From an optimization exercise on the open Yosys and OpenROAD flow, aimed at small area; shortcuts taken in it are not production practice.
No run shown here included a check of the RTL's function; only the layout flow was run.
No activity file was given, so power comes from the tool's default toggle rates.

===== design/flow/constraint.sdc =====
create_clock -name core_clock -period 10.0 [get_ports {clk_12mhz_i}]
set_input_delay 2.0000 -clock core_clock [delete_from_list [all_inputs] [get_ports {clk_12mhz_i}]]
set_output_delay 2.0000 -clock core_clock [all_outputs]
set_load 0.01 [all_outputs]

===== design/flow/design.v =====
module dff
  #(parameter [0:0] reset_val_p = 1'b0)
  (input [0:0] clk_i
  ,input [0:0] reset_i  
  ,input [0:0] d_i
  ,input [0:0] en_i
  ,output [0:0] q_o);
   logic [0:0] q_r;
   always_ff @(posedge clk_i) begin
      if(reset_i) begin  
	q_r <= reset_val_p;
      end else if (en_i) begin
	q_r <= d_i;
      end
   end
   assign q_o = q_r;
endmodule
module inv
  (input [0:0] a_i
  ,output [0:0] b_o);
   assign b_o = ~a_i;
endmodule
module mux2
  (input [0:0] a_i
  ,input [0:0] b_i
  ,input [0:0] select_i
  ,output [0:0] c_o);
  logic [0:0] c_l;
  always_comb begin
    c_l = a_i;
    if (select_i) begin
    c_l = b_i;
    end
  end
  assign c_o = c_l;
endmodule
module hex2ssd
  (input [3:0] hex_i
  ,output [6:0] ssd_o
  );
logic [6:0] ssd_l;
always_comb begin
  case (hex_i)
  4'h0 : ssd_l = 7'b1000000;  
  4'h1 : ssd_l = 7'b1111001;  
  4'h2 : ssd_l = 7'b0100100;  
  4'h3 : ssd_l = 7'b0110000;  
  4'h4 : ssd_l = 7'b0011001;  
  4'h5 : ssd_l = 7'b0010010;  
  4'h6 : ssd_l = 7'b0000010;  
  4'h7 : ssd_l = 7'b1111000;  
  4'h8 : ssd_l = 7'b0000000;  
  4'h9 : ssd_l = 7'b0011000;  
  4'hA : ssd_l = 7'b0001000;  
  4'hB : ssd_l = 7'b0000011;  
  4'hC : ssd_l = 7'b1000110;  
  4'hD : ssd_l = 7'b0100001;  
  4'hE : ssd_l = 7'b0000110;  
  4'hF : ssd_l = 7'b0001110;  
  default: ssd_l = 7'b1111111; 
  endcase
end
assign ssd_o = ssd_l;
endmodule
module counter
  #(parameter width_p = 4,
    /*verilator lint_off WIDTHTRUNC*/
    parameter [width_p-1:0] reset_val_p = '0)
    /*verilator lint_on WIDTHTRUNC*/
   (input [0:0] clk_i
   ,input [0:0] reset_i
   ,input [0:0] up_i
   ,input [0:0] down_i
   ,output [width_p-1:0] count_o);
   logic [width_p-1:0] count_l;
  always_ff @(posedge clk_i) begin
    if (reset_i)
      count_l <= reset_val_p;
    else if (up_i && !down_i)
      count_l <= count_l + 1'b1;
    else if (!up_i && down_i)
      count_l <= count_l - 1'b1;
    else
      count_l <= count_l;
  end
  assign count_o = count_l;
endmodule
module counter_sat
  #(parameter width_p = 4,
    /*verilator lint_off WIDTHTRUNC*/
    parameter [width_p-1:0] reset_val_p = '0,
    parameter [width_p-1:0] sat_val_p = '0
    )
    /*verilator lint_on WIDTHTRUNC*/
   (input [0:0] clk_i
   ,input [0:0] reset_i
   ,input [0:0] up_i
   ,input [0:0] down_i
   ,output [width_p-1:0] count_o);
  logic [width_p-1:0] count_l;
  always_ff @(posedge clk_i) begin
    if (reset_i)
      count_l <= reset_val_p;
    else if ((up_i && !down_i) && (count_l != sat_val_p))
      count_l <= count_l + 1'b1;
    else if ((!up_i && down_i) && (count_l != {width_p{1'b0}}))
      count_l <= count_l - 1'b1;
    else
      count_l <= count_l;
  end
  assign count_o = count_l;
endmodule
module debounce
  #(parameter min_delay_p = 4
    )
   (input [0:0] clk_i
   ,input [0:0] reset_i
   ,input [0:0] button_i
   ,output [0:0] button_o);
  wire [$clog2(min_delay_p):0] count_l;
  counter_sat
    #(.width_p($clog2(min_delay_p)+1),
      .reset_val_p(0),
      .sat_val_p(min_delay_p)
    )
  counter_sat_inst (
    .clk_i(clk_i),
    .reset_i(reset_i),
    .up_i(button_i),
    .down_i(~button_i),
    .count_o(count_l)
  );
  assign button_o = (count_l == (($clog2(min_delay_p)+1)'(min_delay_p)));
endmodule
module detect_edge
   (input [0:0] clk_i
   ,input [0:0] reset_i
   ,input [0:0] button_i
   ,output [0:0] button_o
   ,output [0:0] unbutton_o
   );
   logic [0:0] button_l;
   logic [0:0] unbutton_l;
   logic [0:0] prevbutton_l;
   always_ff @(posedge clk_i) begin
      if (reset_i) begin
         prevbutton_l <= 1'b0;
         button_l <= 1'b0;
         unbutton_l <= 1'b0;
      end
      else begin
         button_l <= (button_i && !prevbutton_l);
         unbutton_l <= (!button_i && prevbutton_l);
         prevbutton_l <= button_i;
      end
   end
   assign button_o = button_l;
   assign unbutton_o = unbutton_l;
endmodule
module top
  (input [0:0] clk_12mhz_i
  ,input [0:0] reset_n_async_unsafe_i
  ,input [3:1] button_async_unsafe_i
  ,output [7:0] ssd_o
  ,output [5:1] led_o);
   logic [0:0] btn1_st_r_0;
   logic [0:0] btn1_st_r_1;
   logic [0:0] btn1_st_r_2;
   logic [0:0] btn1_st_r_3;
   logic [0:0] btn2_st_r_0;
   logic [0:0] btn2_st_r_1;
   logic [0:0] btn2_st_r_2;
   logic [0:0] count_r_0;
   logic [0:0] count_r_1;
   logic [0:0] count_r_2;
   logic [0:0] count_r_3;
   logic [0:0] count_r_4;
   logic [0:0] count_r_5;
   logic [0:0] count_r_6;
   logic [0:0] count_r_7;
   logic [0:0] reset_n_sync_r;
   logic [0:0] reset_r;
   logic [0:0] thi_r_0;
   logic [0:0] thi_r_1;
   logic [0:0] thi_r_2;
   logic [0:0] thi_r_3;
   logic [0:0] thi_r_4;
   logic [0:0] thi_r_5;
   logic [0:0] thi_r_6;
   logic [0:0] thi_r_7;
   logic [0:0] thi_r_8;
   logic [0:0] tlo_r_0;
   logic [0:0] tlo_r_1;
   logic [0:0] tlo_r_10;
   logic [0:0] tlo_r_11;
   logic [0:0] tlo_r_12;
   logic [0:0] tlo_r_2;
   logic [0:0] tlo_r_3;
   logic [0:0] tlo_r_4;
   logic [0:0] tlo_r_5;
   logic [0:0] tlo_r_6;
   logic [0:0] tlo_r_7;
   logic [0:0] tlo_r_8;
   logic [0:0] tlo_r_9;
   wire [0:0] n20;
   wire [0:0] n21;
   wire [0:0] n23;
   wire [0:0] n25;
   wire [0:0] n27;
   wire [0:0] n29;
   wire [0:0] n31;
   wire [0:0] n32;
   wire [0:0] n34;
   wire [0:0] n36;
   wire [0:0] n38;
   wire [0:0] n40;
   wire [0:0] n42;
   wire [0:0] n44;
   wire [0:0] n46;
   wire [0:0] n48;
   wire [0:0] n50;
   wire [0:0] n52;
   wire [0:0] n54;
   wire [0:0] n56;
   wire [0:0] n58;
   wire [0:0] n59;
   wire [0:0] n61;
   wire [0:0] n62;
   wire [0:0] n64;
   wire [0:0] n65;
   wire [0:0] n67;
   wire [0:0] n68;
   wire [0:0] n69;
   wire [0:0] n72;
   wire [0:0] n73;
   wire [0:0] n74;
   wire [0:0] n75;
   wire [0:0] n76;
   wire [0:0] n77;
   wire [0:0] n78;
   wire [0:0] n79;
   wire [0:0] n80;
   wire [0:0] n81;
   wire [0:0] n82;
   wire [0:0] n85;
   wire [0:0] n86;
   wire [0:0] n87;
   wire [0:0] n88;
   wire [0:0] n89;
   wire [0:0] n90;
   wire [0:0] n91;
   wire [0:0] n92;
   wire [0:0] n93;
   wire [0:0] n94;
   wire [0:0] n95;
   wire [0:0] n96;
   wire [0:0] n97;
   wire [0:0] n98;
   wire [0:0] n99;
   wire [0:0] n100;
   wire [0:0] n101;
   wire [0:0] n102;
   wire [0:0] n103;
   wire [0:0] n104;
   wire [0:0] n105;
   wire [0:0] n106;
   wire [0:0] n107;
   wire [0:0] n108;
   wire [0:0] n109;
   wire [0:0] n110;
   wire [0:0] n111;
   wire [0:0] n112;
   wire [0:0] n113;
   wire [0:0] n114;
   wire [0:0] n115;
   wire [0:0] n116;
   wire [0:0] n117;
   wire [0:0] n119;
   wire [0:0] n120;
   wire [0:0] n121;
   wire [0:0] n122;
   wire [0:0] n123;
   wire [0:0] n124;
   wire [0:0] n125;
   wire [0:0] n127;
   wire [0:0] n128;
   wire [0:0] n130;
   wire [0:0] n131;
   wire [0:0] n132;
   wire [0:0] n133;
   wire [0:0] n134;
   wire [0:0] n135;
   wire [0:0] n136;
   wire [0:0] n137;
   wire [0:0] n138;
   wire [0:0] n139;
   wire [0:0] n140;
   wire [0:0] n141;
   wire [0:0] n142;
   wire [0:0] n144;
   wire [0:0] n146;
   wire [0:0] n148;
   wire [0:0] n150;
   wire [0:0] n152;
   wire [0:0] n154;
   wire [0:0] n156;
   wire [0:0] n157;
   wire [0:0] n158;
   wire [0:0] n159;
   wire [0:0] n160;
   wire [0:0] n161;
   wire [0:0] n162;
   wire [0:0] n163;
   wire [0:0] n164;
   wire [0:0] n165;
   wire [0:0] n166;
   wire [0:0] n167;
   wire [0:0] n168;
   wire [0:0] n169;
   wire [0:0] n170;
   wire [0:0] n171;
   wire [0:0] n172;
   wire [0:0] n173;
   wire [0:0] n174;
   wire [0:0] n175;
   wire [0:0] n176;
   wire [0:0] n177;
   wire [0:0] n178;
   wire [0:0] n179;
   wire [0:0] n180;
   wire [0:0] n181;
   wire [0:0] n182;
   wire [0:0] n183;
   wire [0:0] n184;
   wire [0:0] n185;
   wire [0:0] n186;
   wire [0:0] n187;
   wire [0:0] n188;
   wire [0:0] n189;
   wire [0:0] n190;
   wire [0:0] n191;
   wire [0:0] n192;
   wire [0:0] n193;
   wire [0:0] n194;
   wire [0:0] n195;
   wire [0:0] n196;
   wire [0:0] n197;
   wire [0:0] n198;
   wire [0:0] n199;
   wire [0:0] n200;
   wire [0:0] n201;
   wire [0:0] n202;
   wire [0:0] n203;
   wire [0:0] n204;
   wire [0:0] n205;
   wire [0:0] n206;
   wire [0:0] n207;
   wire [0:0] n208;
   wire [0:0] n209;
   wire [0:0] n210;
   wire [0:0] n211;
   wire [0:0] n212;
   wire [0:0] n213;
   always_ff @(posedge clk_12mhz_i) btn1_st_r_0 <= n179;
   always_ff @(posedge clk_12mhz_i) btn1_st_r_1 <= n178;
   always_ff @(posedge clk_12mhz_i) btn1_st_r_2 <= n176;
   always_ff @(posedge clk_12mhz_i) btn1_st_r_3 <= n196;
   always_ff @(posedge clk_12mhz_i) btn2_st_r_0 <= n188;
   always_ff @(posedge clk_12mhz_i) btn2_st_r_1 <= n182;
   always_ff @(posedge clk_12mhz_i) btn2_st_r_2 <= n206;
   always_ff @(posedge clk_12mhz_i) count_r_0 <= n115;
   always_ff @(posedge clk_12mhz_i) count_r_1 <= n111;
   always_ff @(posedge clk_12mhz_i) count_r_2 <= n107;
   always_ff @(posedge clk_12mhz_i) count_r_3 <= n105;
   always_ff @(posedge clk_12mhz_i) count_r_4 <= n213;
   always_ff @(posedge clk_12mhz_i) count_r_5 <= n210;
   always_ff @(posedge clk_12mhz_i) count_r_6 <= n194;
   always_ff @(posedge clk_12mhz_i) count_r_7 <= n204;
   always_ff @(posedge clk_12mhz_i) reset_n_sync_r <= reset_n_async_unsafe_i[0];
   always_ff @(posedge clk_12mhz_i) reset_r <= n58;
   always_ff @(posedge clk_12mhz_i) thi_r_0 <= n172;
   always_ff @(posedge clk_12mhz_i) thi_r_1 <= n170;
   always_ff @(posedge clk_12mhz_i) thi_r_2 <= n168;
   always_ff @(posedge clk_12mhz_i) thi_r_3 <= n166;
   always_ff @(posedge clk_12mhz_i) thi_r_4 <= n164;
   always_ff @(posedge clk_12mhz_i) thi_r_5 <= n162;
   always_ff @(posedge clk_12mhz_i) thi_r_6 <= n160;
   always_ff @(posedge clk_12mhz_i) thi_r_7 <= n158;
   always_ff @(posedge clk_12mhz_i) thi_r_8 <= n198;
   always_ff @(posedge clk_12mhz_i) tlo_r_0 <= n140;
   always_ff @(posedge clk_12mhz_i) tlo_r_1 <= n128;
   always_ff @(posedge clk_12mhz_i) tlo_r_10 <= n117;
   always_ff @(posedge clk_12mhz_i) tlo_r_11 <= n116;
   always_ff @(posedge clk_12mhz_i) tlo_r_12 <= n199;
   always_ff @(posedge clk_12mhz_i) tlo_r_2 <= n127;
   always_ff @(posedge clk_12mhz_i) tlo_r_3 <= n125;
   always_ff @(posedge clk_12mhz_i) tlo_r_4 <= n124;
   always_ff @(posedge clk_12mhz_i) tlo_r_5 <= n123;
   always_ff @(posedge clk_12mhz_i) tlo_r_6 <= n122;
   always_ff @(posedge clk_12mhz_i) tlo_r_7 <= n121;
   always_ff @(posedge clk_12mhz_i) tlo_r_8 <= n120;
   always_ff @(posedge clk_12mhz_i) tlo_r_9 <= n119;
   g_inv u0 (.A(count_r_2), .Y(n20));
   g_inv u1 (.A(thi_r_0), .Y(n21));
   g_inv u2 (.A(btn1_st_r_1), .Y(n23));
   g_inv u3 (.A(btn1_st_r_2), .Y(n25));
   g_inv u4 (.A(btn2_st_r_0), .Y(n27));
   g_inv u5 (.A(btn2_st_r_1), .Y(n29));
   g_inv u6 (.A(btn2_st_r_2), .Y(n31));
   g_inv u7 (.A(button_async_unsafe_i[2]), .Y(n32));
   g_inv u8 (.A(count_r_4), .Y(n34));
   g_inv u9 (.A(count_r_5), .Y(n36));
   g_inv u10 (.A(tlo_r_0), .Y(n38));
   g_inv u11 (.A(tlo_r_3), .Y(n40));
   g_inv u12 (.A(tlo_r_2), .Y(n42));
   g_inv u13 (.A(tlo_r_5), .Y(n44));
   g_inv u14 (.A(tlo_r_4), .Y(n46));
   g_inv u15 (.A(tlo_r_7), .Y(n48));
   g_inv u16 (.A(tlo_r_6), .Y(n50));
   g_inv u17 (.A(tlo_r_9), .Y(n52));
   g_inv u18 (.A(tlo_r_10), .Y(n54));
   g_inv u19 (.A(tlo_r_12), .Y(n56));
   g_inv u20 (.A(reset_n_sync_r), .Y(n58));
   g_inv u21 (.A(reset_r), .Y(n59));
   g_o22ai u22 (.A1(thi_r_0), .A2(count_r_4), .B1(n21), .B2(count_r_0), .Y(n61));
   g_inv u23 (.A(n61), .Y(n62));
   g_o22ai u24 (.A1(count_r_6), .A2(thi_r_0), .B1(count_r_2), .B2(n21), .Y(n64));
   g_inv u25 (.A(n64), .Y(n65));
   g_o22ai u26 (.A1(thi_r_0), .A2(count_r_5), .B1(n21), .B2(count_r_1), .Y(n67));
   g_inv u27 (.A(n67), .Y(n68));
   g_nor2 u28 (.A(n64), .B(n68), .Y(n69));
   g_o22ai u29 (.A1(thi_r_0), .A2(count_r_7), .B1(n21), .B2(count_r_3), .Y(n72));
   g_nand2 u30 (.A(n69), .B(n72), .Y(n73));
   g_nand3 u31 (.A(n69), .B(n72), .C(n61), .Y(n74));
   g_nor2 u32 (.A(n65), .B(n68), .Y(n75));
   g_o21ai u33 (.A1(n62), .A2(n65), .B1(n74), .Y(n76));
   g_nor2 u34 (.A(n75), .B(n76), .Y(n77));
   g_inv u35 (.A(n77), .Y(n78));
   g_nor2 u36 (.A(n65), .B(n67), .Y(n79));
   g_nor2 u37 (.A(n62), .B(n79), .Y(n80));
   g_or2 u38 (.A(n69), .B(n72), .X(n81));
   g_nand2 u39 (.A(n73), .B(n81), .Y(n82));
   g_nor2 u40 (.A(n80), .B(n82), .Y(ssd_o[5]));
   g_nor2 u41 (.A(n78), .B(ssd_o[5]), .Y(ssd_o[1]));
   g_and2 u42 (.A(btn1_st_r_0), .B(btn1_st_r_3), .X(led_o[4]));
   g_a31oi u43 (.A1(btn1_st_r_0), .A2(btn1_st_r_3), .A3(btn1_st_r_2), .B1(n23), .Y(led_o[2]));
   g_nor2 u44 (.A(n62), .B(n72), .Y(n85));
   g_o22ai u45 (.A1(n69), .A2(n79), .B1(n62), .B2(n72), .Y(n86));
   g_inv u46 (.A(n86), .Y(n87));
   g_o21ai u47 (.A1(n80), .A2(n87), .B1(n74), .Y(ssd_o[3]));
   g_o21ai u48 (.A1(n62), .A2(n65), .B1(n72), .Y(n88));
   g_o22ai u49 (.A1(n77), .A2(n88), .B1(n72), .B2(n86), .Y(ssd_o[0]));
   g_o22a u50 (.A1(n72), .A2(n75), .B1(n62), .B2(n69), .X(ssd_o[4]));
   g_o21ai u51 (.A1(n62), .A2(n67), .B1(n81), .Y(n89));
   g_nor2 u52 (.A(n87), .B(n89), .Y(ssd_o[6]));
   g_o221a u53 (.A1(n68), .A2(n85), .B1(n65), .B2(n72), .C1(n88), .X(ssd_o[2]));
   g_nor2 u54 (.A(btn2_st_r_1), .B(n31), .Y(n90));
   g_inv u55 (.A(n90), .Y(n91));
   g_nand2 u56 (.A(n23), .B(btn1_st_r_0), .Y(n92));
   g_nor2 u57 (.A(n25), .B(n92), .Y(n93));
   g_inv u58 (.A(n93), .Y(n94));
   g_nand2 u59 (.A(count_r_0), .B(n91), .Y(n95));
   g_nand4 u60 (.A(count_r_0), .B(n91), .C(n93), .D(count_r_1), .Y(n96));
   g_or3 u61 (.A(n91), .B(n93), .C(count_r_0), .X(n97));
   g_o21ai u62 (.A1(count_r_1), .A2(n97), .B1(n96), .Y(n98));
   g_nand2 u63 (.A(n20), .B(n98), .Y(n99));
   g_nor2 u64 (.A(n91), .B(n99), .Y(n100));
   g_inv u65 (.A(n100), .Y(n101));
   g_o21ai u66 (.A1(n20), .A2(n96), .B1(n101), .Y(n102));
   g_and2 u67 (.A(count_r_3), .B(n102), .X(n103));
   g_o21ai u68 (.A1(count_r_3), .A2(n102), .B1(n59), .Y(n104));
   g_nor2 u69 (.A(n103), .B(n104), .Y(n105));
   g_o21a u70 (.A1(n20), .A2(n98), .B1(n99), .X(n106));
   g_nor2 u71 (.A(reset_r), .B(n106), .Y(n107));
   g_o21ai u72 (.A1(n94), .A2(n95), .B1(n97), .Y(n108));
   g_nand2 u73 (.A(count_r_1), .B(n108), .Y(n109));
   g_o21ai u74 (.A1(count_r_1), .A2(n108), .B1(n109), .Y(n110));
   g_nor2 u75 (.A(reset_r), .B(n110), .Y(n111));
   g_o21ai u76 (.A1(count_r_0), .A2(n91), .B1(n95), .Y(n112));
   g_nand2 u77 (.A(n93), .B(n112), .Y(n113));
   g_o21ai u78 (.A1(n93), .A2(n112), .B1(n113), .Y(n114));
   g_nor2 u79 (.A(reset_r), .B(n114), .Y(n115));
   g_nor2 u80 (.A(n54), .B(reset_r), .Y(n116));
   g_nor2 u81 (.A(n52), .B(reset_r), .Y(n117));
   g_and2 u82 (.A(tlo_r_8), .B(n59), .X(n119));
   g_nor2 u83 (.A(n48), .B(reset_r), .Y(n120));
   g_nor2 u84 (.A(n50), .B(reset_r), .Y(n121));
   g_nor2 u85 (.A(n44), .B(reset_r), .Y(n122));
   g_nor2 u86 (.A(n46), .B(reset_r), .Y(n123));
   g_nor2 u87 (.A(n40), .B(reset_r), .Y(n124));
   g_nor2 u88 (.A(n42), .B(reset_r), .Y(n125));
   g_and2 u89 (.A(tlo_r_1), .B(n59), .X(n127));
   g_nor2 u90 (.A(n38), .B(reset_r), .Y(n128));
   g_nor2 u91 (.A(tlo_r_8), .B(tlo_r_11), .Y(n130));
   g_nand4 u92 (.A(n44), .B(n46), .C(n48), .D(n50), .Y(n131));
   g_or4 u93 (.A(tlo_r_0), .B(tlo_r_3), .C(tlo_r_1), .D(tlo_r_2), .X(n132));
   g_nor2 u94 (.A(n131), .B(n132), .Y(n133));
   g_nand4 u95 (.A(n52), .B(n54), .C(n130), .D(n133), .Y(n134));
   g_nand3 u96 (.A(n40), .B(n134), .C(n38), .Y(n135));
   g_o21ai u97 (.A1(n38), .A2(n40), .B1(n135), .Y(n136));
   g_o22ai u98 (.A1(tlo_r_2), .A2(tlo_r_12), .B1(n42), .B2(n56), .Y(n137));
   g_nand2 u99 (.A(n136), .B(n137), .Y(n138));
   g_o21ai u100 (.A1(n136), .A2(n137), .B1(n138), .Y(n139));
   g_nor2 u101 (.A(reset_r), .B(n139), .Y(n140));
   g_nor2 u102 (.A(n56), .B(n134), .Y(n141));
   g_and2 u103 (.A(thi_r_0), .B(n141), .X(n142));
   g_and3 u104 (.A(thi_r_0), .B(n141), .C(thi_r_1), .X(n144));
   g_and2 u105 (.A(thi_r_2), .B(n144), .X(n146));
   g_and2 u106 (.A(thi_r_3), .B(n146), .X(n148));
   g_and2 u107 (.A(thi_r_4), .B(n148), .X(n150));
   g_and2 u108 (.A(thi_r_5), .B(n150), .X(n152));
   g_and3 u109 (.A(thi_r_5), .B(n150), .C(thi_r_6), .X(n154));
   g_and2 u110 (.A(thi_r_7), .B(n154), .X(n156));
   g_o21ai u111 (.A1(thi_r_7), .A2(n154), .B1(n59), .Y(n157));
   g_nor2 u112 (.A(n156), .B(n157), .Y(n158));
   g_o21ai u113 (.A1(thi_r_6), .A2(n152), .B1(n59), .Y(n159));
   g_nor2 u114 (.A(n154), .B(n159), .Y(n160));
   g_o21ai u115 (.A1(thi_r_5), .A2(n150), .B1(n59), .Y(n161));
   g_nor2 u116 (.A(n152), .B(n161), .Y(n162));
   g_o21ai u117 (.A1(thi_r_4), .A2(n148), .B1(n59), .Y(n163));
   g_nor2 u118 (.A(n150), .B(n163), .Y(n164));
   g_o21ai u119 (.A1(thi_r_3), .A2(n146), .B1(n59), .Y(n165));
   g_nor2 u120 (.A(n148), .B(n165), .Y(n166));
   g_o21ai u121 (.A1(thi_r_2), .A2(n144), .B1(n59), .Y(n167));
   g_nor2 u122 (.A(n146), .B(n167), .Y(n168));
   g_o21ai u123 (.A1(thi_r_1), .A2(n142), .B1(n59), .Y(n169));
   g_nor2 u124 (.A(n144), .B(n169), .Y(n170));
   g_o21ai u125 (.A1(thi_r_0), .A2(n141), .B1(n59), .Y(n171));
   g_nor2 u126 (.A(n142), .B(n171), .Y(n172));
   g_o21ai u127 (.A1(btn1_st_r_0), .A2(n25), .B1(btn1_st_r_3), .Y(n173));
   g_nand2 u128 (.A(button_async_unsafe_i[1]), .B(n59), .Y(n174));
   g_o21ai u129 (.A1(reset_r), .A2(n173), .B1(n174), .Y(n175));
   g_o311a u130 (.A1(btn1_st_r_1), .A2(n25), .A3(btn1_st_r_3), .B1(n175), .C1(n92), .X(n176));
   g_o2111a u131 (.A1(btn1_st_r_0), .A2(btn1_st_r_3), .B1(n23), .C1(n59), .D1(n173), .X(n177));
   g_o21a u132 (.A1(btn1_st_r_0), .A2(button_async_unsafe_i[1]), .B1(n177), .X(n178));
   g_o21a u133 (.A1(led_o[4]), .A2(n177), .B1(n175), .X(n179));
   g_nor2 u134 (.A(n27), .B(n32), .Y(n180));
   g_nor2 u135 (.A(btn2_st_r_2), .B(n180), .Y(n181));
   g_nor2 u136 (.A(reset_r), .B(n181), .Y(n182));
   g_nor2 u137 (.A(btn2_st_r_2), .B(n32), .Y(n183));
   g_nor2 u138 (.A(n27), .B(n29), .Y(n184));
   g_nor2 u139 (.A(btn2_st_r_2), .B(n184), .Y(n185));
   g_nor2 u140 (.A(button_async_unsafe_i[2]), .B(n185), .Y(n186));
   g_nor2 u141 (.A(n183), .B(n186), .Y(n187));
   g_nor2 u142 (.A(reset_r), .B(n187), .Y(n188));
   g_nand2 u143 (.A(n34), .B(n100), .Y(n189));
   g_nor2 u144 (.A(count_r_3), .B(n189), .Y(n190));
   g_and3 u145 (.A(count_r_4), .B(n101), .C(n103), .X(n191));
   g_o22ai u146 (.A1(n36), .A2(n191), .B1(count_r_5), .B2(n190), .Y(n192));
   g_xor2 u147 (.A(count_r_6), .B(n192), .X(n193));
   g_nor2 u148 (.A(reset_r), .B(n193), .Y(n194));
   g_o21ai u149 (.A1(btn1_st_r_1), .A2(n25), .B1(n173), .Y(n195));
   g_a31o u150 (.A1(button_async_unsafe_i[1]), .A2(n59), .A3(n195), .B1(n177), .X(n196));
   g_o21ai u151 (.A1(thi_r_8), .A2(n156), .B1(n59), .Y(n197));
   g_a31oi u152 (.A1(thi_r_8), .A2(n154), .A3(thi_r_7), .B1(n197), .Y(n198));
   g_and2 u153 (.A(tlo_r_11), .B(n59), .X(n199));
   g_nor2 u154 (.A(count_r_6), .B(n90), .Y(n200));
   g_a311oi u155 (.A1(n29), .A2(btn2_st_r_2), .A3(count_r_6), .B1(n200), .C1(n192), .Y(n201));
   g_nand2 u156 (.A(count_r_7), .B(n201), .Y(n202));
   g_o21ai u157 (.A1(count_r_7), .A2(n201), .B1(n202), .Y(n203));
   g_nor2 u158 (.A(reset_r), .B(n203), .Y(n204));
   g_o21ai u159 (.A1(n27), .A2(n31), .B1(n29), .Y(n205));
   g_o311a u160 (.A1(n27), .A2(n29), .A3(n183), .B1(n205), .C1(n59), .X(n206));
   g_nor2 u161 (.A(n190), .B(n191), .Y(n207));
   g_nand2 u162 (.A(n36), .B(n207), .Y(n208));
   g_o21ai u163 (.A1(n36), .A2(n207), .B1(n208), .Y(n209));
   g_nor2 u164 (.A(reset_r), .B(n209), .Y(n210));
   g_o21ai u165 (.A1(n34), .A2(n100), .B1(n189), .Y(n211));
   g_o21ai u166 (.A1(n103), .A2(n211), .B1(n59), .Y(n212));
   g_a31oi u167 (.A1(count_r_3), .A2(n102), .A3(n211), .B1(n212), .Y(n213));
   assign ssd_o[7] = thi_r_0;
   assign led_o[1] = reset_r;
   assign led_o[3] = thi_r_0;
   assign led_o[5] = thi_r_8;
endmodule
module g_a311oi (input [0:0] A1, input [0:0] A2, input [0:0] A3, input [0:0] B1, input [0:0] C1, output [0:0] Y);
   assign Y = (~A1&~B1&~C1) | (~A2&~B1&~C1) | (~A3&~B1&~C1);
endmodule
module g_a31o (input [0:0] A1, input [0:0] A2, input [0:0] A3, input [0:0] B1, output [0:0] X);
   assign X = (A1&A2&A3) | (B1);
endmodule
module g_a31oi (input [0:0] A1, input [0:0] A2, input [0:0] A3, input [0:0] B1, output [0:0] Y);
   assign Y = (~A1&~B1) | (~A2&~B1) | (~A3&~B1);
endmodule
module g_and2 (input [0:0] A, input [0:0] B, output [0:0] X);
   assign X = (A&B);
endmodule
module g_and3 (input [0:0] A, input [0:0] B, input [0:0] C, output [0:0] X);
   assign X = (A&B&C);
endmodule
module g_inv (input [0:0] A, output [0:0] Y);
   assign Y = (~A);
endmodule
module g_nand2 (input [0:0] A, input [0:0] B, output [0:0] Y);
   assign Y = (~A) | (~B);
endmodule
module g_nand3 (input [0:0] A, input [0:0] B, input [0:0] C, output [0:0] Y);
   assign Y = (~A) | (~B) | (~C);
endmodule
module g_nand4 (input [0:0] A, input [0:0] B, input [0:0] C, input [0:0] D, output [0:0] Y);
   assign Y = (~A) | (~B) | (~C) | (~D);
endmodule
module g_nor2 (input [0:0] A, input [0:0] B, output [0:0] Y);
   assign Y = (~A&~B);
endmodule
module g_o2111a (input [0:0] A1, input [0:0] A2, input [0:0] B1, input [0:0] C1, input [0:0] D1, output [0:0] X);
   assign X = (A1&B1&C1&D1) | (A2&B1&C1&D1);
endmodule
module g_o21a (input [0:0] A1, input [0:0] A2, input [0:0] B1, output [0:0] X);
   assign X = (A1&B1) | (A2&B1);
endmodule
module g_o21ai (input [0:0] A1, input [0:0] A2, input [0:0] B1, output [0:0] Y);
   assign Y = (~A1&~A2) | (~B1);
endmodule
module g_o221a (input [0:0] A1, input [0:0] A2, input [0:0] B1, input [0:0] B2, input [0:0] C1, output [0:0] X);
   assign X = (A1&B1&C1) | (A2&B1&C1) | (A1&B2&C1) | (A2&B2&C1);
endmodule
module g_o22a (input [0:0] A1, input [0:0] A2, input [0:0] B1, input [0:0] B2, output [0:0] X);
   assign X = (A1&B1) | (A2&B1) | (A1&B2) | (A2&B2);
endmodule
module g_o22ai (input [0:0] A1, input [0:0] A2, input [0:0] B1, input [0:0] B2, output [0:0] Y);
   assign Y = (~B1&~B2) | (~A1&~A2);
endmodule
module g_o311a (input [0:0] A1, input [0:0] A2, input [0:0] A3, input [0:0] B1, input [0:0] C1, output [0:0] X);
   assign X = (A1&B1&C1) | (A2&B1&C1) | (A3&B1&C1);
endmodule
module g_or2 (input [0:0] A, input [0:0] B, output [0:0] X);
   assign X = (A) | (B);
endmodule
module g_or3 (input [0:0] A, input [0:0] B, input [0:0] C, output [0:0] X);
   assign X = (A) | (B) | (C);
endmodule
module g_or4 (input [0:0] A, input [0:0] B, input [0:0] C, input [0:0] D, output [0:0] X);
   assign X = (A) | (B) | (C) | (D);
endmodule
module g_xor2 (input [0:0] A, input [0:0] B, output [0:0] X);
   assign X = (A&~B) | (~A&B);
endmodule

===== design/flow/run.sh =====
#!/bin/bash
# synth_recipe.tcl (not shown) runs the flow's synth.tcl, then flattens the netlist and writes it again
# the make line also repeats each setting of config.mk as NAME=value (left out here)
make -C /OpenROAD-flow-scripts/flow DESIGN_CONFIG=/design/flow/config.mk WORK_HOME=/design/flow/orfs CLKGATE_MAP_FILE= SYNTH_SCRIPT=/design/flow/synth_recipe.tcl finish

===== design/flow/config.mk =====
export PLATFORM = sky130hd
export DESIGN_NAME = top
export DESIGN_NICKNAME = top
export VERILOG_FILES = /design/flow/design.v
export SDC_FILE = /design/flow/constraint.sdc
export NUM_CORES = 4
export LEC_CHECK = 0
export CAP_MARGIN = 20
export CORE_MARGIN = 2
export CORE_UTILIZATION = 40
export CTS_BUF_LIST = sky130_fd_sc_hd__clkbuf_4
export CTS_CLUSTER_DIAMETER = 200
export CTS_CLUSTER_SIZE = 50
export SLEW_MARGIN = 20
export SYNTH_HIERARCHICAL = 1
export SYNTH_MINIMUM_KEEP_SIZE = 0

==> impl_metrics.json, run 1 <==
{
  "status": "finished clean",
  "cts.htree.levels": 2,
  "antennaDiodeCount": 0,
  "grt_pass1_wl_um": 4800,
  "power_frac_seq_pct": 62.9,
  "layoutNonFillerInstCount": 281,
  "critPathRequiredTime_ns": 8.00,
  "cts.path.max_buffers": 2,
  "overflow": 0,
  "fmax_mhz": 215,
  "async_reset_ff_share_pct": 0,
  "area_growth_pct": 15.1,
  "grt.total_usage_pct": 14.0,
  "crit_path_cell_trace": "inv_1 -> o22ai_1 -> inv_1 -> nor2_1 -> nand3_1 -> o21ai_1 -> nor2_1 -> o22ai_1 -> clkdlybuf4s50_1",
  "post_cts_buffers": 0,
  "cts_sinks": 39,
  "comb_power_share_pct": 8.2,
  "avgSynthCellArea_um2": 7.67,
  "vdd_drop_max_mv": 0.101,
  "fin_skew_ns": 0.00767,
  "setup-violations-final": 0,
  "p_sw_share_pct": 24.1,
  "syn_inst": 211,
  "place.gp.congestion": 0.751,
  "min_path_type": "flop to flop",
  "ctsHoldBuffers": 0,
  "cp-end-kind": "output pin",
  "post_cts_resized": 0,
  "slew_headroom_pct": 49.3,
  "grt_max_degree": 22,
  "cts-root-buf": "clkbuf_4",
  "drcViolationCount": 0,
  "hold_violations": 0,
  "num_vias": 1326,
  "vias_per_cell": 4.72,
  "power_frac_clock_pct": 28.9,
  "rsz0062_at_grt": "false",
  "path_max_fanout": 10,
  "hold_start": "reset_n_sync_r",
  "die_h_um": 67.6,
  "die_w_um": 67.6,
  "fin_util_pct": 47.3,
  "insertion_delay_ns": 0.33,
  "die_area_mm2": 0.00457,
  "p_int_mw": 0.199,
  "tns_ns": 0,
  "max_cap_viol_count": 0,
  "first_pass_iters": 6,
  "grt_antenna_before_repair": 0,
  "yosysTopAreaCell": "dfxtp_1",
  "finalWorstPathRequiredPeriod_ns": 4.65,
  "power_density_mw_per_mm2": 141,
  "critical-path-slowest-cell": "clkdlybuf4s50_1",
  "synth_edf_count": 0,
  "io_buffers": 16,
  "yosys.area.top_type_share_pct": 48.2,
  "rows": 23,
  "critPathLaunchType": "flop",
  "drive_gt1_share_pct": 2.60,
  "synth_commonest_cells": "52 x nor2_1, 39 x dfxtp_1, 30 x inv_1, 30 x o21ai_1, 12 x nand2_1",
  "io_pins": 18,
  "path_delay_family": "buffers and inverters",
  "yosys_warnings": 7,
  "grt_pass1_vias": 1194,
  "clk_pin_slew_ns": 0.11,
  "worstSetupPathType": "flop to output pin",
  "critPathBufInv": 3,
  "drv_slew": 0,
  "seq_area_frac_synth_pct": 48.2,
  "switchingPower_mw": 0.0634,
  "rr_startpoint": "btn2_st_r_2",
  "ys_ff_latch": 39,
  "syn_area_mm2": 0.00162,
  "ant_nets": 0,
  "fin_crit_sh_pct": 46.5,
  "arrival_ns": 2.65,
  "yosysMostFrequentCell": "nor2_1",
  "leakagePower_nw": 0.746,
  "netlist-cell-type-count": 23,
  "dp.cells": 273,
  "core_area_mm2": 0.00394,
  "start_util_pct": 41.1,
  "cts_tree": "yes",
  "tightestPinTransition_ns": 0.760,
  "crit_start": "thi_r_0",
  "synth_area_leaders": "dfxtp_1 48%, nor2_1 12%, o21ai_1 9.3%, inv_1 7.0%, and2_1 4.3%",
  "drt_iter0_markers": 40,
  "syn_nets": 216,
  "cts_made_buffers": 5,
  "slowest_delay_ns": 0.55,
  "final_nets": 235,
  "place_hpwl_um": 1950,
  "wirelength_um": 2750,
  "synth-main-ff-cell": "dfxtp_1",
  "wl_per_cell_um": 9.80
}
==> placed cells by master, fill, tap and decap left out, drive strengths merged <==
cell           instances
o22a                   1
or2                    1
and3                   3
inv                   30
o21a                   3
clkinv                 2
clkdlybuf4s50         16
a31oi                  3
dfxtp                 39
or4                    1
xor2                   1
o221a                  1
a31o                   1
and2                  11
o21ai                 30
or3                    1
a311oi                 1
nand2                 12
o311a                  2
nand4                  3
o22ai                  8
nand3                  2
clkbuf                 6
o2111a                 1
nor2                  52
==> power by group through the flow <==
stage	clock (mW)	sequential (mW)	combinational, mW
4_1_cts	0.0816	0.165	0.0217
3_3_place_gp	0	0.169	0.0216
2_1_floorplan	0	0.168	0.0164
6_report	0.0760	0.165	0.0215
5_1_grt	0.0877	0.166	0.0244
3_5_place_dp	0	0.169	0.0216
==> per-stage QoR <==
| step | hold WS (ns) | total power [mW] | worst slack, ns | instance area, um2 |
|---|---|---|---|---|
| finish | 0.365 | 0.263 | 5.35 | 1860 |
| global route | 0.374 | 0.279 | 5.01 | 1860 |
| CTS | 0.369 | 0.269 | 5.33 | 1860 |
| detailed placement | 0.343 | 0.191 | 5.74 | 1810 |
| global placement | 0.339 | 0.191 | 5.74 | 1810 |
| floorplan | 0.338 | 0.184 | 6.44 | 1620 |
==> final timing paths <==
check                           cells after the start         to  slack, ns
worst max-delay path                                9   ssd_o[0]       5.35
worst min-delay path                                1    reset_r       0.37
worst max register to register                     16  count_r_7       7.05
worst min register to register                      1    reset_r       0.37
==> per-module statistics from Yosys, one instance, submodules excluded, a selection <==
module | area [um2] | copies in the design
top | 811 | 1
g_o2111a | 11.3 | 1
g_o221a | 11.3 | 1
g_xor2 | 8.76 | 1
g_nand4 | 6.26 | 3
g_or2 | 6.26 | 1
g_o22ai | 6.26 | 8
g_a31oi | 6.26 | 3
g_and2 | 6.26 | 11
g_and3 | 6.26 | 3
g_or3 | 6.26 | 1
g_o21ai | 5.00 | 30
g_nor2 | 3.75 | 52
g_inv | 3.75 | 30
==> layout make-up <==
class / instances / area, um2
fillers: 404 / 2080
flip-flops and latches: 39 / 781
multi-input cells: 138 / 696
repair buffers: 16 / 160
inverters: 30 / 113
well taps: 50 / 62.6
clock buffers: 6 / 45.0
clock inverters: 2 / 7.51
==> kinds of logic after synthesis <==
group / Yosys count / share of synthesized area (%)
xor gates and xnor gates: 1 / 0.541
AOI/OAI and AO/OA: 51 / 19.2
DFF: 39 / 48.2
buffers and inverters: 34 / 8.81
and+or+nand+nor: 86 / 23.3
==> worst register-to-register path: cells and delay by family, from the launching register on <==
| family | cells | cell delay [ns] |
|---|---|---|
| AOI/OAI and AO/OA | 5 | 0.81 |
| and+or+nand+nor | 8 | 1.34 |
| buffers and inverters | 3 | 0.28 |
| DFF | 1 | 0.41 |
==> metal layers <==
| metal | share of wire, % | wire (um) | global-route usage [%] |
|---|---|---|---|
| met5 | 0 | 0 | 0 |
| met4 | 2.0 | 55 | 6.12 |
| met3 | 3.8 | 104 | 4.50 |
| met2 | 44 | 1210 | 23.3 |
| met1 | 50 | 1380 | 16.5 |
==> run 2, diff against run 1 <==
--- a/design/flow/config.mk
+++ b/design/flow/config.mk
@@ -9,7 +9,4 @@
 export CORE_MARGIN = 2
 export CORE_UTILIZATION = 40
-export CTS_BUF_LIST = sky130_fd_sc_hd__clkbuf_4
-export CTS_CLUSTER_DIAMETER = 200
-export CTS_CLUSTER_SIZE = 50
 export SLEW_MARGIN = 20
 export SYNTH_HIERARCHICAL = 1
==> run 2 against run 1 <==
Effect of this change:
- first-iteration DRC count shrank 43%
- worst hold slack lost 0.0080 ns
- power grew 15%
- count of clock-buffer cells in the layout grew 2
- global-route usage grew 0.33 points
- non-clock buffer count is the same
- register-to-register slack is essentially flat
- area after synthesis is the same
- via count shrank 0.68%
- critical path type unchanged
- critical endpoint unchanged
==> impl_metrics.json, run 2 <==
{
  "fmax_mhz": 219,
  "hold_start": "reset_n_sync_r",
  "synth-main-ff-cell": "dfxtp_1",
  "cts_made_buffers": 5,
  "syn_area_mm2": 0.00162,
  "place_hpwl_um": 1950,
  "yosysMostFrequentCell": "nor2_1",
  "syn_nets": 216,
  "power_density_mw_per_mm2": 158,
  "ys_ff_latch": 39,
  "place.gp.congestion": 0.751,
  "rsz0062_at_grt": "false",
  "cp-end-kind": "output pin",
  "critPathRequiredTime_ns": 8.00,
  "arrival_ns": 2.57,
  "drv_slew": 0,
  "crit_start": "thi_r_0",
  "seq_area_frac_synth_pct": 48.2,
  "clk_pin_slew_ns": 0.07,
  "post_cts_resized": 0,
  "syn_inst": 211,
  "power_frac_clock_pct": 38.1,
  "path_max_fanout": 10,
  "area_growth_pct": 18.1,
  "cts.htree.levels": 2,
  "fin_crit_sh_pct": 45.7,
  "grt_pass1_vias": 1194,
  "critPathLaunchType": "flop",
  "io_buffers": 16,
  "vias_per_cell": 4.69,
  "drt_iter0_markers": 23,
  "start_util_pct": 41.1,
  "slowest_delay_ns": 0.55,
  "hold_violations": 0,
  "first_pass_iters": 4,
  "crit_path_cell_trace": "inv_1 -> o22ai_1 -> inv_1 -> nor2_1 -> nand3_1 -> o21ai_1 -> nor2_1 -> o22ai_1 -> clkdlybuf4s50_1",
  "insertion_delay_ns": 0.29,
  "rr_startpoint": "btn2_st_r_2",
  "vdd_drop_max_mv": 0.115,
  "grt_pass1_wl_um": 4820,
  "drive_gt1_share_pct": 3.03,
  "rows": 23,
  "critPathBufInv": 3,
  "fin_skew_ns": 0.00320,
  "ctsHoldBuffers": 0,
  "avgSynthCellArea_um2": 7.67,
  "critical-path-slowest-cell": "clkdlybuf4s50_1",
  "post_cts_buffers": 0,
  "async_reset_ff_share_pct": 0,
  "min_path_type": "flop to flop",
  "power_frac_seq_pct": 54.8,
  "die_h_um": 67.6,
  "ant_nets": 0,
  "core_area_mm2": 0.00394,
  "switchingPower_mw": 0.0682,
  "cts.path.max_buffers": 2,
  "final_cell_mix": "52 x nor2_1, 39 x dfxtp_1, 30 x inv_1, 30 x o21ai_1, 16 x clkdlybuf4s50_1",
  "cts_sinks": 39,
  "num_vias": 1317,
  "tns_ns": 0,
  "die_w_um": 67.6,
  "netlist-cell-type-count": 23,
  "p_int_mw": 0.234,
  "final_nets": 235,
  "worstSetupPathType": "flop to output pin",
  "final_area_mm2": 0.00191,
  "synth_edf_count": 0,
  "comb_power_share_pct": 7.2,
  "tightestPinTransition_ns": 0.762,
  "wl_per_cell_um": 9.99,
  "overflow": 0,
  "grt.total_usage_pct": 14.4,
  "synth_commonest_cells": "52 x nor2_1, 39 x dfxtp_1, 30 x inv_1, 30 x o21ai_1, 12 x nand2_1",
  "setup-violations-final": 0,
  "path_delay_family": "buffers and inverters",
  "die_area_mm2": 0.00457,
  "setup_ws_ns": 5.43,
  "p_sw_share_pct": 22.6,
  "final_common_cell": "nor2_1",
  "yosys_warnings": 7,
  "dp_slack_ns": 5.74,
  "cts_tree": "yes",
  "drcViolationCount": 0,
  "synth_area_leaders": "dfxtp_1 48%, nor2_1 12%, o21ai_1 9.3%, inv_1 7.0%, and2_1 4.3%",
  "fin_util_pct": 48.5,
  "leakagePower_nw": 0.767,
  "placed_cell_area_mm2": 0.00181,
  "antennaDiodeCount": 0,
  "cts-root-buf": "clkbuf_8",
  "status": "finished clean",
  "io_pins": 18,
  "yosysTopAreaCell": "dfxtp_1",
  "yosys.area.top_type_share_pct": 48.2,
  "grt_max_degree": 22,
  "slew_headroom_pct": 49.1,
  "finalWorstPathRequiredPeriod_ns": 4.57,
  "grt_antenna_before_repair": 0,
  "wirelength_um": 2810,
  "max_cap_viol_count": 0
}
[run 2: routing by layer]
layer	GRT usage (%)	part of all wire, %
met5	0	0
met3	4.50	2.7
met1	16.8	52
met4	8.42	1.6
met2	23.0	43
[run 2: final timing paths]
path              cells past startpoint  slack (ns)         to
setup / recovery                      9        5.43   ssd_o[0]
setup reg to reg                     16        7.04  count_r_7
hold reg to reg                       1        0.36    reset_r
hold / removal                        1        0.36    reset_r
[run 2: power by group through the flow]
stage	clock, mW	combinational [mW]	sequential, mW
4_1_cts	0.121	0.0217	0.165
3_3_place_gp	0	0.0216	0.169
2_1_floorplan	0	0.0164	0.168
5_1_grt	0.126	0.0244	0.166
6_report	0.115	0.0216	0.165
3_5_place_dp	0	0.0216	0.169
[run 2: cell type report]
type,count,area [um2]
fillers,397,2030
flip-flops and latches,39,781
multi-input cells,138,696
repair buffers,16,160
inverters,30,113
clock buffers,8,100
well taps,50,62.6
[run 2: kinds of logic after synthesis]
| group | Yosys count | synth area share, % |
|---|---|---|
| simple gates | 86 | 23.3 |
| flops | 39 | 48.2 |
| buf+inv | 34 | 8.81 |
| compound gates | 51 | 19.2 |
| xor+xnor | 1 | 0.541 |
[run 2: per-stage QoR]
step,hold WS [ns],cells,power (mW)
floorplan,0.338,211,0.184
global placement,0.339,273,0.191
detailed placement,0.343,273,0.191
CTS,0.360,281,0.308
global route,0.363,281,0.317
finish,0.357,281,0.302
[run 2: per-module statistics from Yosys (local to each module, per instance), a selection]
module	area (um2)	cells
g_and3	6.26	1
g_nand3	5.00	1
g_xor2	8.76	1
g_or2	6.26	1
g_o221a	11.3	1
g_or3	6.26	1
g_inv	3.75	1
g_a31o	8.76	1
top	811	43
g_o21a	7.51	1
g_o311a	10.0	1
g_o21ai	5.00	1
g_a31oi	6.26	1
g_nand4	6.26	1
